This design comes from an exercise in tuning for small area and a short achievable clock period on the open sky130 flow, not from production work. RTL that was checked went through simulation tests only; none was proved equivalent to the original. Power and IR drop assume default switching activity.

Setup of before:
Design pipecpu, start of the top module:
module pipecpu(clk, rst, instr, readdata, PC, MemWrite, aluout, writedata);
Size: about 6300 cells after synthesis, ~1500 flip-flops, about 160 I/O pins, about 70000 sq um of cells after synthesis.
clock: 12.5 ns
lec_check: 0
cap_margin: 20
core_margin: 2
core_utilization: 50
cts_cluster_diameter: 85
cts_cluster_size: 25
place_density: 0.75
slew_margin: 20
synth_hierarchical: 1
standard.sh (not shown) runs the stock make flow with config.mk's settings and CLKGATE_MAP_FILE= SYNTH_SCRIPT=/design/flow/synth_recipe.tcl, a recipe that flattens the netlist after the stock synthesis.
==> flow/flow/run.sh <==
#!/bin/bash
# The standard layout, with:
# - synthesis: the standard flow's own synthesis script, with a delay-driven ABC script
#   (strash; dch; map -D; buffer; upsize; dnsize) for the final technology
#   mapping in place of ORFS's abc_speed.script; registers are untouched;
# - timing repair aiming well below the clock period (the SDC is unchanged);
# - plain buffers on the ports;
# - without the slow two-stage OR / AND cells (the platform's don't-use cells
#   stay don't-use).
set -euo pipefail
W=$(pwd)
cat > "$W/synth_abc.tcl" <<EOT
proc abc {args} {
   set rest {}
   set skip 0
   foreach a \$args {
      if {\$skip} { set skip 0; continue }
      if {\$a eq "-script"} { set skip 1; continue }
      lappend rest \$a
   }
   yosys abc -script "+strash;dch;map,-D,1100;buffer;upsize,-D,1100;dnsize,-D,1100" {*}\$rest
}
source $W/synth_recipe.tcl
EOT
DONT_USE="sky130_fd_sc_hd__probe_p_8 sky130_fd_sc_hd__probec_p_8 sky130_fd_sc_hd__lpflow_bleeder_1 sky130_fd_sc_hd__lpflow_clkbufkapwr_1 sky130_fd_sc_hd__lpflow_clkbufkapwr_16 sky130_fd_sc_hd__lpflow_clkbufkapwr_2 sky130_fd_sc_hd__lpflow_clkbufkapwr_4 sky130_fd_sc_hd__lpflow_clkbufkapwr_8 sky130_fd_sc_hd__lpflow_clkinvkapwr_1 sky130_fd_sc_hd__lpflow_clkinvkapwr_16 sky130_fd_sc_hd__lpflow_clkinvkapwr_2 sky130_fd_sc_hd__lpflow_clkinvkapwr_4 sky130_fd_sc_hd__lpflow_clkinvkapwr_8 sky130_fd_sc_hd__lpflow_decapkapwr_12 sky130_fd_sc_hd__lpflow_decapkapwr_3 sky130_fd_sc_hd__lpflow_decapkapwr_4 sky130_fd_sc_hd__lpflow_decapkapwr_6 sky130_fd_sc_hd__lpflow_decapkapwr_8 sky130_fd_sc_hd__lpflow_inputiso0n_1 sky130_fd_sc_hd__lpflow_inputiso0p_1 sky130_fd_sc_hd__lpflow_inputiso1n_1 sky130_fd_sc_hd__lpflow_inputiso1p_1 sky130_fd_sc_hd__lpflow_inputisolatch_1 sky130_fd_sc_hd__lpflow_isobufsrc_1 sky130_fd_sc_hd__lpflow_isobufsrc_16 sky130_fd_sc_hd__lpflow_isobufsrc_2 sky130_fd_sc_hd__lpflow_isobufsrc_4 sky130_fd_sc_hd__lpflow_isobufsrc_8 sky130_fd_sc_hd__lpflow_isobufsrckapwr_16 sky130_fd_sc_hd__lpflow_lsbuf_lh_hl_isowell_tap_1 sky130_fd_sc_hd__lpflow_lsbuf_lh_hl_isowell_tap_2 sky130_fd_sc_hd__lpflow_lsbuf_lh_hl_isowell_tap_4 sky130_fd_sc_hd__lpflow_lsbuf_lh_isowell_4 sky130_fd_sc_hd__lpflow_lsbuf_lh_isowell_tap_1 sky130_fd_sc_hd__lpflow_lsbuf_lh_isowell_tap_2 sky130_fd_sc_hd__lpflow_lsbuf_lh_isowell_tap_4 sky130_fd_sc_hd__a2111o_1 sky130_fd_sc_hd__a2111o_2 sky130_fd_sc_hd__a2111o_4 sky130_fd_sc_hd__and4_1 sky130_fd_sc_hd__and4_2 sky130_fd_sc_hd__and4_4 sky130_fd_sc_hd__and4b_1 sky130_fd_sc_hd__and4b_2 sky130_fd_sc_hd__and4b_4 sky130_fd_sc_hd__and4bb_1 sky130_fd_sc_hd__and4bb_2 sky130_fd_sc_hd__and4bb_4 sky130_fd_sc_hd__o2111a_1 sky130_fd_sc_hd__o2111a_2 sky130_fd_sc_hd__o2111a_4 sky130_fd_sc_hd__or3_1 sky130_fd_sc_hd__or3_2 sky130_fd_sc_hd__or3_4 sky130_fd_sc_hd__or3b_1 sky130_fd_sc_hd__or3b_2 sky130_fd_sc_hd__or3b_4 sky130_fd_sc_hd__or4_1 sky130_fd_sc_hd__or4_2 sky130_fd_sc_hd__or4_4 sky130_fd_sc_hd__or4b_1 sky130_fd_sc_hd__or4b_2 sky130_fd_sc_hd__or4b_4 sky130_fd_sc_hd__or4bb_1 sky130_fd_sc_hd__or4bb_2 sky130_fd_sc_hd__or4bb_4 "
bash standard.sh "SYNTH_SCRIPT=$W/synth_abc.tcl" SETUP_SLACK_MARGIN=8.5 "BUFFER_PORTS_ARGS=-buffer_cell sky130_fd_sc_hd__buf_4" "DONT_USE_CELLS=$DONT_USE" finish > standard_flow.log 2>&1
Inputs modified between before and after:
--- a/flow/design.v
+++ b/flow/design.v
@@ -8,25 +8,24 @@
    output [31:0] aluout;
    output [31:0] writedata;
    localparam OP_ADD = 0, OP_AND = 1, OP_OR = 2, OP_XOR = 3, OP_NOR = 4,
               OP_SLT = 5, OP_SLL = 6, OP_SRL = 7, OP_SRA = 8;
    reg  [31:0] dinst;
    reg         fea, feb;
    reg         fla, flb;
    reg         fxa, fxb;
    reg  [31:0] pcn, bpcr;        
    reg  [31:0] ea, eb, es;       
    reg         ecin;             
    reg  [4:0]  esa;              
-   reg  [4:0]  esan;             
    reg  [8:0]  eop;
    reg  [4:0]  ern;
    reg         ewreg, em2reg, ewmem;
    reg  [31:0] malu, mb;
    reg  [4:0]  mrn;
    reg         mwreg, mm2reg, mwmem;
    assign MemWrite = mwmem;
    assign aluout = malu;
    assign writedata = mb;
    wire [5:0] op = dinst[31:26];
    wire [5:0] func = dinst[5:0];
    wire [4:0] rs = dinst[25:21];
@@ -184,49 +183,47 @@
                           i_sll | i_sllv | i_srl | i_srlv | i_sra);
    assign dop[OP_XOR] = i_xor | i_xori;
    assign dop[OP_NOR] = i_nor;
    assign dop[OP_SLT] = i_slt;
    assign dop[OP_SLL] = i_sll | i_sllv;
    assign dop[OP_SRL] = i_srl | i_srlv;
    assign dop[OP_SRA] = i_sra;
    wire [31:0] da = i_jal ? pcn : i_lui ? 32'd0 :
                     shift ? {a[31:5], dinst[10:6]} : a;
    wire [31:0] db0 = i_jal ? 32'd4 : i_lui ? {dinst[15:0], 16'd0} :
                      aluimm ? imm : (dop[OP_OR] & ~i_or) ? 32'd0 : b;
    wire [31:0] db = dsub ? ~db0 : db0;
-   wire [4:0] dsa = (i_sll ? ~dinst[10:6] : 5'd0) | ((i_srl | i_sra) ? dinst[10:6] : 5'd0) |
-             (i_sllv ? ~a[4:0] : 5'd0) | (i_srlv ? a[4:0] : 5'd0);
    always @(posedge clk) begin
       ea <= da;
       eb <= db;
       es <= b;
       ecin <= dsub;
-      esa <= dsa;
-      esan <= ~dsa;
+      esa <= (i_sll ? ~dinst[10:6] : 5'd0) | ((i_srl | i_sra) ? dinst[10:6] : 5'd0) |
+             (i_sllv ? ~a[4:0] : 5'd0) | (i_srlv ? a[4:0] : 5'd0);
       ern <= rn;
    end
    always @(posedge clk or posedge rst) begin
       if (rst) begin
          eop <= 9'd0;
          ewreg <= 1'b0;
          em2reg <= 1'b0;
          ewmem <= 1'b0;
       end else begin
          eop <= dop;
          ewreg <= dwreg & ~stall;
          em2reg <= i_lw;
          ewmem <= i_sw & ~stall;
       end
    end
-   alu_ls ls (.p(ep), .g(eg), .s(es), .sa(esa), .sm(~esan), .op(eop[8:1]), .y(ealu_ls));
+   alu_ls ls (.p(ep), .g(eg), .s(es), .sa(esa), .op(eop[8:1]), .y(ealu_ls));
    assign ealu = ({32{eop[OP_ADD]}} & sum) | ealu_lss;
    always @(posedge clk or posedge rst) begin
       if (rst) begin
          malu <= 32'd0;
          mwreg <= 1'b0;
          mm2reg <= 1'b0;
          mwmem <= 1'b0;
       end else begin
          malu <= ealu;
          mwreg <= ewreg;
          mm2reg <= em2reg;
          mwmem <= ewmem;
@@ -254,42 +251,42 @@
          q = q | (d[(k-1)*16 +: 16] & {16{sel[k]}});
    end
 endmodule
 module alu_add(a, b, cin, sum, slt);
    input  [31:0] a, b;
    input         cin;
    output [31:0] sum;
    output        slt;
    wire [32:0] sum1 = {a, 1'b1} + {b, cin};
    assign sum = sum1[32:1];
    assign slt = (a[31] ^ ~b[31]) ? a[31] : sum[31];
 endmodule
-module alu_ls(p, g, s, sa, sm, op, y);
+module alu_ls(p, g, s, sa, op, y);
    input  [31:0] p, g, s;       
-   input  [4:0]  sa, sm;        
+   input  [4:0]  sa;
    input  [7:0]  op;
    output [31:0] y;
    wire left = op[5];
    wire [31:0] r0 = left  ? {s[0],     s[31:1]}  : s;
    wire [31:0] r1 = sa[0] ? {r0[0],    r0[31:1]} : r0;
    wire [31:0] r2 = sa[1] ? {r1[1:0],  r1[31:2]} : r1;
    wire [31:0] r3 = sa[2] ? {r2[3:0],  r2[31:4]} : r2;
    wire [31:0] r4 = sa[3] ? {r3[7:0],  r3[31:8]} : r3;
    wire [31:0] r5 = sa[4] ? {r4[15:0], r4[31:16]} : r4;
    wire [31:0] t;
    genvar i;
    generate
       for (i = 0; i < 32; i = i + 1) begin : g_t
          if (i == 0) assign t[i] = 1'b0;
-         else assign t[i] = (sm >= 32 - i);
+         else assign t[i] = (sa >= 32 - i);
       end
    endgenerate
    wire fill = op[7] & s[31];
    wire [31:0] m = left ? ~{1'b1, t[31:1]} : t;
    wire [31:0] sh = (r5 & ~m) | ({32{fill}} & m);
    assign y = ({32{op[0]}} & g) |
               ({32{op[1]}} & (p | g)) |
               ({32{op[2]}} & p) |
               ({32{op[3]}} & ~(p | g)) |
               ({32{op[5] | op[6] | op[7]}} & sh);
 endmodule
 module br_eq(ao, bo, p, g, ecin, els, m_same, m_n, m_add, m_ls, beq, bne, taken);
Core utilization of before is on par with after. after vs before: first-pass GRT wire length down in after. Sort after and before by global router's overall resource usage asc -> top: after. after did not stop at any stage, and its layout met the timing, DRC and antenna checks. The clock share of power in after was higher than what before gave. Number of port buffers: after vs before identical. In after, data required time of the worst path is lower than in before. Diff before -> after: internal portion of total power shrank by 0.35%; worst setup slack held steady. Changes observed in after relative to before: share of total power in combinational logic shows a reduction of 0.7 points, synthesized cell count shows no meaningful change. Reported for after and before, total clock buffers created by CTS turned out identical to the last digit. Critical path startpoint: readdata[20] -> before, g_pc[0].psel.taken -> after.
Only the layout flow was run in before; the RTL was not checked for function there.

========
== TR ==
pipecpu, a different RTL version from the one above (not shown whole).
Size: roughly 6500 cells after synthesis, about 1500 flip-flops, about 70000 sq um of cells after synthesis.
==> flow/config.mk <==
export PLATFORM = sky130hd
export DESIGN_NAME = pipecpu
export DESIGN_NICKNAME = pipecpu
export VERILOG_FILES = /design/flow/design.v
export SDC_FILE = /design/flow/constraint.sdc
export NUM_CORES = 8
export LEC_CHECK = 0
export CAP_MARGIN = 20
export CORE_MARGIN = 2
export CORE_UTILIZATION = 50
export CTS_CLUSTER_DIAMETER = 85
export CTS_CLUSTER_SIZE = 25
export PLACE_DENSITY = 0.75
export SLEW_MARGIN = 20
export SYNTH_HIERARCHICAL = 1
==> flow/constraint.sdc <==
create_clock -name core_clock -period 12.5 [get_ports {clk}]
set_input_delay 2.5000 -clock core_clock [delete_from_list [all_inputs] [get_ports {clk}]]
set_output_delay 2.5000 -clock core_clock [all_outputs]
set_load 0.01 [all_outputs]
Scripts as last shown in full above: flow/flow/run.sh
### TR -> PW
--- a/flow/design.v
+++ b/flow/design.v
@@ -151,20 +151,20 @@
    wire ntaken;
    wire fe1 = fea ^ feb;
    br_eq beq_unit (.ao(ao), .bo(bo), .qm(qma | qmb), .rd(readdata), .fl(fla | flb),
                    .p(ep), .g(eg), .ecin(ecin), .els(ealu_lss),
                    .m_same(fea & feb), .m_n(~fea & ~feb), .m_add(fe1 & eop[OP_ADD]),
                    .m_ls(fe1 & ~eop[OP_ADD]),
                    .beq(i_beq & ~stall), .bne(i_bne & ~stall), .taken(ntaken));
    wire [31:0] imm = {{16{sext & dinst[15]}}, dinst[15:0]};
    wire [31:0] bpc = pcn + {{14{dinst[15]}}, dinst[15:0], 2'b00};
+   wire [31:0] jpc = {pcn[31:28], dinst[25:0], 2'b00};
    wire [31:0] pci;       
-   wire [31:0] jpc = {pci[31:28], dinst[25:0], 2'b00};
    wire [31:0] pc4 = pci + 32'd4;
    wire [31:0] npc = stall ? pci : i_jr ? a : (i_j | i_jal) ? jpc : pc4;
    always @(posedge clk or posedge rst) begin
       if (rst) pcnn <= 32'hffffffff;
       else pcnn <= ~npc;
    end
    generate
       for (gi = 0; gi < 8; gi = gi + 1) begin : g_pc
          pc_sel psel (.clk(clk), .ntaken(ntaken), .bpcn(bpcrn[gi*4 +: 4]),
Results
- Any difference in global router's overall resource usage between PW and TR is small enough to ignore.
- Delta (PW minus TR): share of the core filled with cells now sits lower; final estimated routing congestion in global placement now sits higher; instance area at placement now sits lower; power consumption now sits lower.
- Wire: PW routes less than TR
- Compared with TR, PW shows a flop-to-flop setup slack that is 30 ps higher.
- Summary — post-synthesis to final-layout area growth, PW relative to TR: lower, by 1.1 points.
Function was not checked in any run of this note: the RTL went through the layout flow alone.

========
pipecpu with an RTL version that a note above also has.
For scale: roughly 6200 cells after synthesis, about 160 I/O pins, ~69000 um^2 of cells after synthesis.
==> flow/config.mk <==
export PLATFORM = sky130hd
export DESIGN_NAME = pipecpu
export DESIGN_NICKNAME = pipecpu
export VERILOG_FILES = /design/flow/design.v
export SDC_FILE = /design/flow/constraint.sdc
export NUM_CORES = 8
export LEC_CHECK = 0
export CAP_MARGIN = 20
export CORE_MARGIN = 2
export CORE_UTILIZATION = 50
export CTS_CLUSTER_DIAMETER = 85
export CTS_CLUSTER_SIZE = 25
export PLACE_DENSITY = 0.75
export SLEW_MARGIN = 20
export SYNTH_HIERARCHICAL = 1
==> flow/constraint.sdc <==
create_clock -name core_clock -period 12.5 [get_ports {clk}]
set_input_delay 2.5000 -clock core_clock [delete_from_list [all_inputs] [get_ports {clk}]]
set_output_delay 2.5000 -clock core_clock [all_outputs]
set_load 0.01 [all_outputs]
==> flow/flow/run.sh <==
#!/bin/bash
# The standard layout, with:
# - synthesis: the standard flow's own synthesis script, with a delay-driven ABC script
#   (strash; dch; map -D; buffer; upsize; dnsize) for the final technology
#   mapping in place of ORFS's abc_speed.script (a looser delay target for
#   the top module than for the others); registers are untouched;
# - timing repair aiming well below the clock period (the SDC is unchanged);
# - plain buffers on the ports;
# - without the slow two-stage OR / AND cells (the platform's don't-use cells
#   stay don't-use).
set -euo pipefail
W=$(pwd)
cat > "$W/synth_abc.tcl" <<EOT
proc abc {args} {
   set rest {}
   set skip 0
   foreach a \$args {
      if {\$skip} { set skip 0; continue }
      if {\$a eq "-script"} { set skip 1; continue }
      lappend rest \$a
   }
   yosys abc -script "+strash;dch;map,-D,1100;buffer;upsize,-D,1100;dnsize,-D,1100" {*}\$rest rf_read br_eq alu_add alu_ls pc_sel pci_sel
   yosys abc -script "+strash;dch;map,-D,1600;buffer;upsize,-D,1600;dnsize,-D,1600" {*}\$rest pipecpu
}
source $W/synth_recipe.tcl
EOT
DONT_USE="sky130_fd_sc_hd__probe_p_8 sky130_fd_sc_hd__probec_p_8 sky130_fd_sc_hd__lpflow_bleeder_1 sky130_fd_sc_hd__lpflow_clkbufkapwr_1 sky130_fd_sc_hd__lpflow_clkbufkapwr_16 sky130_fd_sc_hd__lpflow_clkbufkapwr_2 sky130_fd_sc_hd__lpflow_clkbufkapwr_4 sky130_fd_sc_hd__lpflow_clkbufkapwr_8 sky130_fd_sc_hd__lpflow_clkinvkapwr_1 sky130_fd_sc_hd__lpflow_clkinvkapwr_16 sky130_fd_sc_hd__lpflow_clkinvkapwr_2 sky130_fd_sc_hd__lpflow_clkinvkapwr_4 sky130_fd_sc_hd__lpflow_clkinvkapwr_8 sky130_fd_sc_hd__lpflow_decapkapwr_12 sky130_fd_sc_hd__lpflow_decapkapwr_3 sky130_fd_sc_hd__lpflow_decapkapwr_4 sky130_fd_sc_hd__lpflow_decapkapwr_6 sky130_fd_sc_hd__lpflow_decapkapwr_8 sky130_fd_sc_hd__lpflow_inputiso0n_1 sky130_fd_sc_hd__lpflow_inputiso0p_1 sky130_fd_sc_hd__lpflow_inputiso1n_1 sky130_fd_sc_hd__lpflow_inputiso1p_1 sky130_fd_sc_hd__lpflow_inputisolatch_1 sky130_fd_sc_hd__lpflow_isobufsrc_1 sky130_fd_sc_hd__lpflow_isobufsrc_16 sky130_fd_sc_hd__lpflow_isobufsrc_2 sky130_fd_sc_hd__lpflow_isobufsrc_4 sky130_fd_sc_hd__lpflow_isobufsrc_8 sky130_fd_sc_hd__lpflow_isobufsrckapwr_16 sky130_fd_sc_hd__lpflow_lsbuf_lh_hl_isowell_tap_1 sky130_fd_sc_hd__lpflow_lsbuf_lh_hl_isowell_tap_2 sky130_fd_sc_hd__lpflow_lsbuf_lh_hl_isowell_tap_4 sky130_fd_sc_hd__lpflow_lsbuf_lh_isowell_4 sky130_fd_sc_hd__lpflow_lsbuf_lh_isowell_tap_1 sky130_fd_sc_hd__lpflow_lsbuf_lh_isowell_tap_2 sky130_fd_sc_hd__lpflow_lsbuf_lh_isowell_tap_4 sky130_fd_sc_hd__a2111o_1 sky130_fd_sc_hd__a2111o_2 sky130_fd_sc_hd__a2111o_4 sky130_fd_sc_hd__and4_1 sky130_fd_sc_hd__and4_2 sky130_fd_sc_hd__and4_4 sky130_fd_sc_hd__and4b_1 sky130_fd_sc_hd__and4b_2 sky130_fd_sc_hd__and4b_4 sky130_fd_sc_hd__and4bb_1 sky130_fd_sc_hd__and4bb_2 sky130_fd_sc_hd__and4bb_4 sky130_fd_sc_hd__o2111a_1 sky130_fd_sc_hd__o2111a_2 sky130_fd_sc_hd__o2111a_4 sky130_fd_sc_hd__or3_1 sky130_fd_sc_hd__or3_2 sky130_fd_sc_hd__or3_4 sky130_fd_sc_hd__or3b_1 sky130_fd_sc_hd__or3b_2 sky130_fd_sc_hd__or3b_4 sky130_fd_sc_hd__or4_1 sky130_fd_sc_hd__or4_2 sky130_fd_sc_hd__or4_4 sky130_fd_sc_hd__or4b_1 sky130_fd_sc_hd__or4b_2 sky130_fd_sc_hd__or4b_4 sky130_fd_sc_hd__or4bb_1 sky130_fd_sc_hd__or4bb_2 sky130_fd_sc_hd__or4bb_4 "
bash standard.sh "SYNTH_SCRIPT=$W/synth_abc.tcl" SETUP_SLACK_MARGIN=8.5 "BUFFER_PORTS_ARGS=-buffer_cell sky130_fd_sc_hd__buf_4" "DONT_USE_CELLS=$DONT_USE" finish > standard_flow.log 2>&1
==> next run, changes <==
--- a/flow/design.v
+++ b/flow/design.v
@@ -4,25 +4,27 @@
    input  [31:0] instr;
    input  [31:0] readdata;
    output [31:0] PC;
    output        MemWrite;
    output [31:0] aluout;
    output [31:0] writedata;
    localparam OP_ADD = 0, OP_AND = 1, OP_OR = 2, OP_XOR = 3, OP_NOR = 4,
               OP_SLT = 5, OP_SLL = 6, OP_SRL = 7, OP_SRA = 8;
    reg  [31:0] dinst;
    reg         fea, feb;
    reg         fla, flb;
    reg         fxa, fxb;
-   reg  [31:0] pcn, bpcr;        
+   reg  [31:0] pcnn, bpcrn;
+   wire [31:0] pcn = ~pcnn;
+   wire [31:0] bpcr = ~bpcrn;
    reg  [31:0] ea, eb, es;       
    reg         ecin;             
    reg  [4:0]  esa;              
    reg  [8:0]  eop;
    reg  [4:0]  ern;
    reg         ewreg, em2reg, ewmem;
    reg  [31:0] malu, mb;
    reg  [4:0]  mrn;
    reg         mwreg, mm2reg, mwmem;
    assign MemWrite = mwmem;
    assign aluout = malu;
    assign writedata = mb;
@@ -148,38 +150,41 @@
    wire fe1 = fea ^ feb;
    br_eq beq_unit (.ao(ao), .bo(bo), .p(ep), .g(eg), .ecin(ecin), .els(ealu_lss),
                    .m_same(fea & feb), .m_n(~fea & ~feb), .m_add(fe1 & eop[OP_ADD]),
                    .m_ls(fe1 & ~eop[OP_ADD]),
                    .beq(i_beq & ~stall), .bne(i_bne & ~stall), .taken(ntaken));
    wire [31:0] imm = {{16{sext & dinst[15]}}, dinst[15:0]};
    wire [31:0] bpc = pcn + {{14{dinst[15]}}, dinst[15:0], 2'b00};
    wire [31:0] jpc = {pcn[31:28], dinst[25:0], 2'b00};
    wire [31:0] pci;       
    wire [31:0] pc4 = pci + 32'd4;
    wire [31:0] npc = stall ? pci : i_jr ? a : (i_j | i_jal) ? jpc : pc4;
    always @(posedge clk or posedge rst) begin
-      if (rst) pcn <= 32'd0;
-      else pcn <= npc;
+      if (rst) pcnn <= 32'hffffffff;
+      else pcnn <= ~npc;
    end
    generate
       for (gi = 0; gi < 8; gi = gi + 1) begin : g_pc
-         pc_sel psel (.clk(clk), .rst(rst), .ntaken(ntaken), .bpc(bpcr[gi*4 +: 4]),
-                      .pcn(pcn[gi*4 +: 4]), .pc(PC[gi*4 +: 4]));
+         pc_sel psel (.clk(clk), .ntaken(ntaken), .bpcn(bpcrn[gi*4 +: 4]),
+                      .pcnn(pcnn[gi*4 +: 4]), .pc(PC[gi*4 +: 4]));
       end
       for (gi = 0; gi < 2; gi = gi + 1) begin : g_pci
-         pci_sel isel (.clk(clk), .rst(rst), .ntaken(ntaken), .bpc(bpcr[gi*16 +: 16]),
-                       .pcn(pcn[gi*16 +: 16]), .pc(pci[gi*16 +: 16]));
+         pci_sel isel (.clk(clk), .ntaken(ntaken), .bpcn(bpcrn[gi*16 +: 16]),
+                       .pcnn(pcnn[gi*16 +: 16]), .pc(pci[gi*16 +: 16]));
       end
    endgenerate
-   always @(posedge clk) bpcr <= bpc;
+   always @(posedge clk or posedge rst) begin
+      if (rst) bpcrn <= 32'hffffffff;
+      else bpcrn <= ~bpc;
+   end
    always @(posedge clk or posedge rst) begin
       if (rst) dinst <= 32'd0;
       else if (!stall) dinst <= instr;
    end
    wire dsub = i_sub | i_beq | i_bne | i_slt;
    wire [8:0] dop;
    assign dop[OP_ADD] = i_add | i_addi | i_lw | i_sw | i_jal | i_sub | i_beq | i_bne;
    assign dop[OP_AND] = i_and | i_andi;
    assign dop[OP_OR]  = ~(dop[OP_ADD] | i_and | i_andi | i_xor | i_xori | i_nor | i_slt |
                           i_sll | i_sllv | i_srl | i_srlv | i_sra);
    assign dop[OP_XOR] = i_xor | i_xori;
    assign dop[OP_NOR] = i_nor;
@@ -301,34 +306,28 @@
    genvar i;
    generate
       for (i = 0; i < 32; i = i + 1) begin : g_c
          assign cin_i[i] = xm1[i] ? c1[i] : c0[i];
       end
    endgenerate
    wire eq_add = &(~(x ^ p ^ cin_i));
    wire eq_ls = &(~(els ^ x));
    wire eq_n = &(~(ao ^ bo));
    wire eq = m_same | (m_n & eq_n) | (m_add & eq_add) | (m_ls & eq_ls);
    assign taken = beq & eq | bne & ~eq;
 endmodule
-module pc_sel(clk, rst, ntaken, bpc, pcn, pc);
-   input        clk, rst, ntaken;
-   input  [3:0] bpc, pcn;
+module pc_sel(clk, ntaken, bpcn, pcnn, pc);
+   input        clk, ntaken;
+   input  [3:0] bpcn, pcnn;
    output [3:0] pc;
    reg taken;
-   always @(posedge clk or posedge rst) begin
-      if (rst) taken <= 1'b0;
-      else taken <= ntaken;
-   end
-   assign pc = taken ? bpc : pcn;
+   always @(posedge clk) taken <= ntaken;
+   assign pc = ~(taken ? bpcn : pcnn);
 endmodule
-module pci_sel(clk, rst, ntaken, bpc, pcn, pc);
-   input         clk, rst, ntaken;
-   input  [15:0] bpc, pcn;
+module pci_sel(clk, ntaken, bpcn, pcnn, pc);
+   input         clk, ntaken;
+   input  [15:0] bpcn, pcnn;
    output [15:0] pc;
    reg taken;
-   always @(posedge clk or posedge rst) begin
-      if (rst) taken <= 1'b0;
-      else taken <= ntaken;
-   end
-   assign pc = taken ? bpc : pcn;
+   always @(posedge clk) taken <= ntaken;
+   assign pc = ~(taken ? bpcn : pcnn);
 endmodule
Sequential share of layout area grows by 0.23 points.
Die area rose slightly.
Worst hold slack gains 0.0051 ns.
Clock skew fell by 0.0062 ns.
Synthesized cell count barely changes.
Worst setup slack gets better by 0.023 ns.
Power grows slightly.
Function not checked in the second run of this note: the RTL went through the layout flow alone.

separate check: timing with driven ports:
The flow's constraints put no driver on any port. The routed layouts listed below were extracted and timed again, unchanged, in two steps. Step 1 (the two cells are an assumption about what drives the block):
set clk [get_ports {clk}]
set_driving_cell -lib_cell sky130_fd_sc_hd__clkbuf_16 $clk
set_driving_cell -lib_cell sky130_fd_sc_hd__buf_2 [delete_from_list [all_inputs] $clk]
Step 2, shift: input delay + t, output delay - t, t = (earliest + latest rising clock arrival at the registers) / 2. This alone moves slack from input paths to output paths. Slacks: ideal / step 1 / step 2; pairs: ideal / step 1.
| run | t (ns) | setup WS [ns] | worst hold slack (ns) | latest minus earliest clock arrival (ns) |
|---|---|---|---|---|
| before | 0.812 | 8.279 / 8.223 / 7.506 | 0.358 / 0.358 / 0.358 | 0.058 / 0.058 |
| after | 0.819 | 8.277 / 8.199 / 7.567 | 0.370 / 0.370 / 0.370 | 0.062 / 0.061 |
| TR | 0.801 | 8.340 / 8.263 / 7.689 | 0.368 / 0.368 / 0.368 | 0.052 / 0.052 |
| PW | 0.812 | 8.393 / 8.306 / 7.648 | 0.370 / 0.370 / 0.370 | 0.044 / 0.044 |
| the first run of note 3 | 0.814 | 8.286 / 8.221 / 7.516 | 0.356 / 0.356 / 0.356 | 0.045 / 0.044 |
| the second run of note 3 | 0.817 | 8.309 / 8.309 / 7.521 | 0.361 / 0.361 / 0.361 | 0.038 / 0.038 |
After both steps every run listed still meets setup and hold. For the second run of note 3, which loses most, drivers alone change the setup slack by 0.000 ns; drivers and shift together by -0.788 ns.
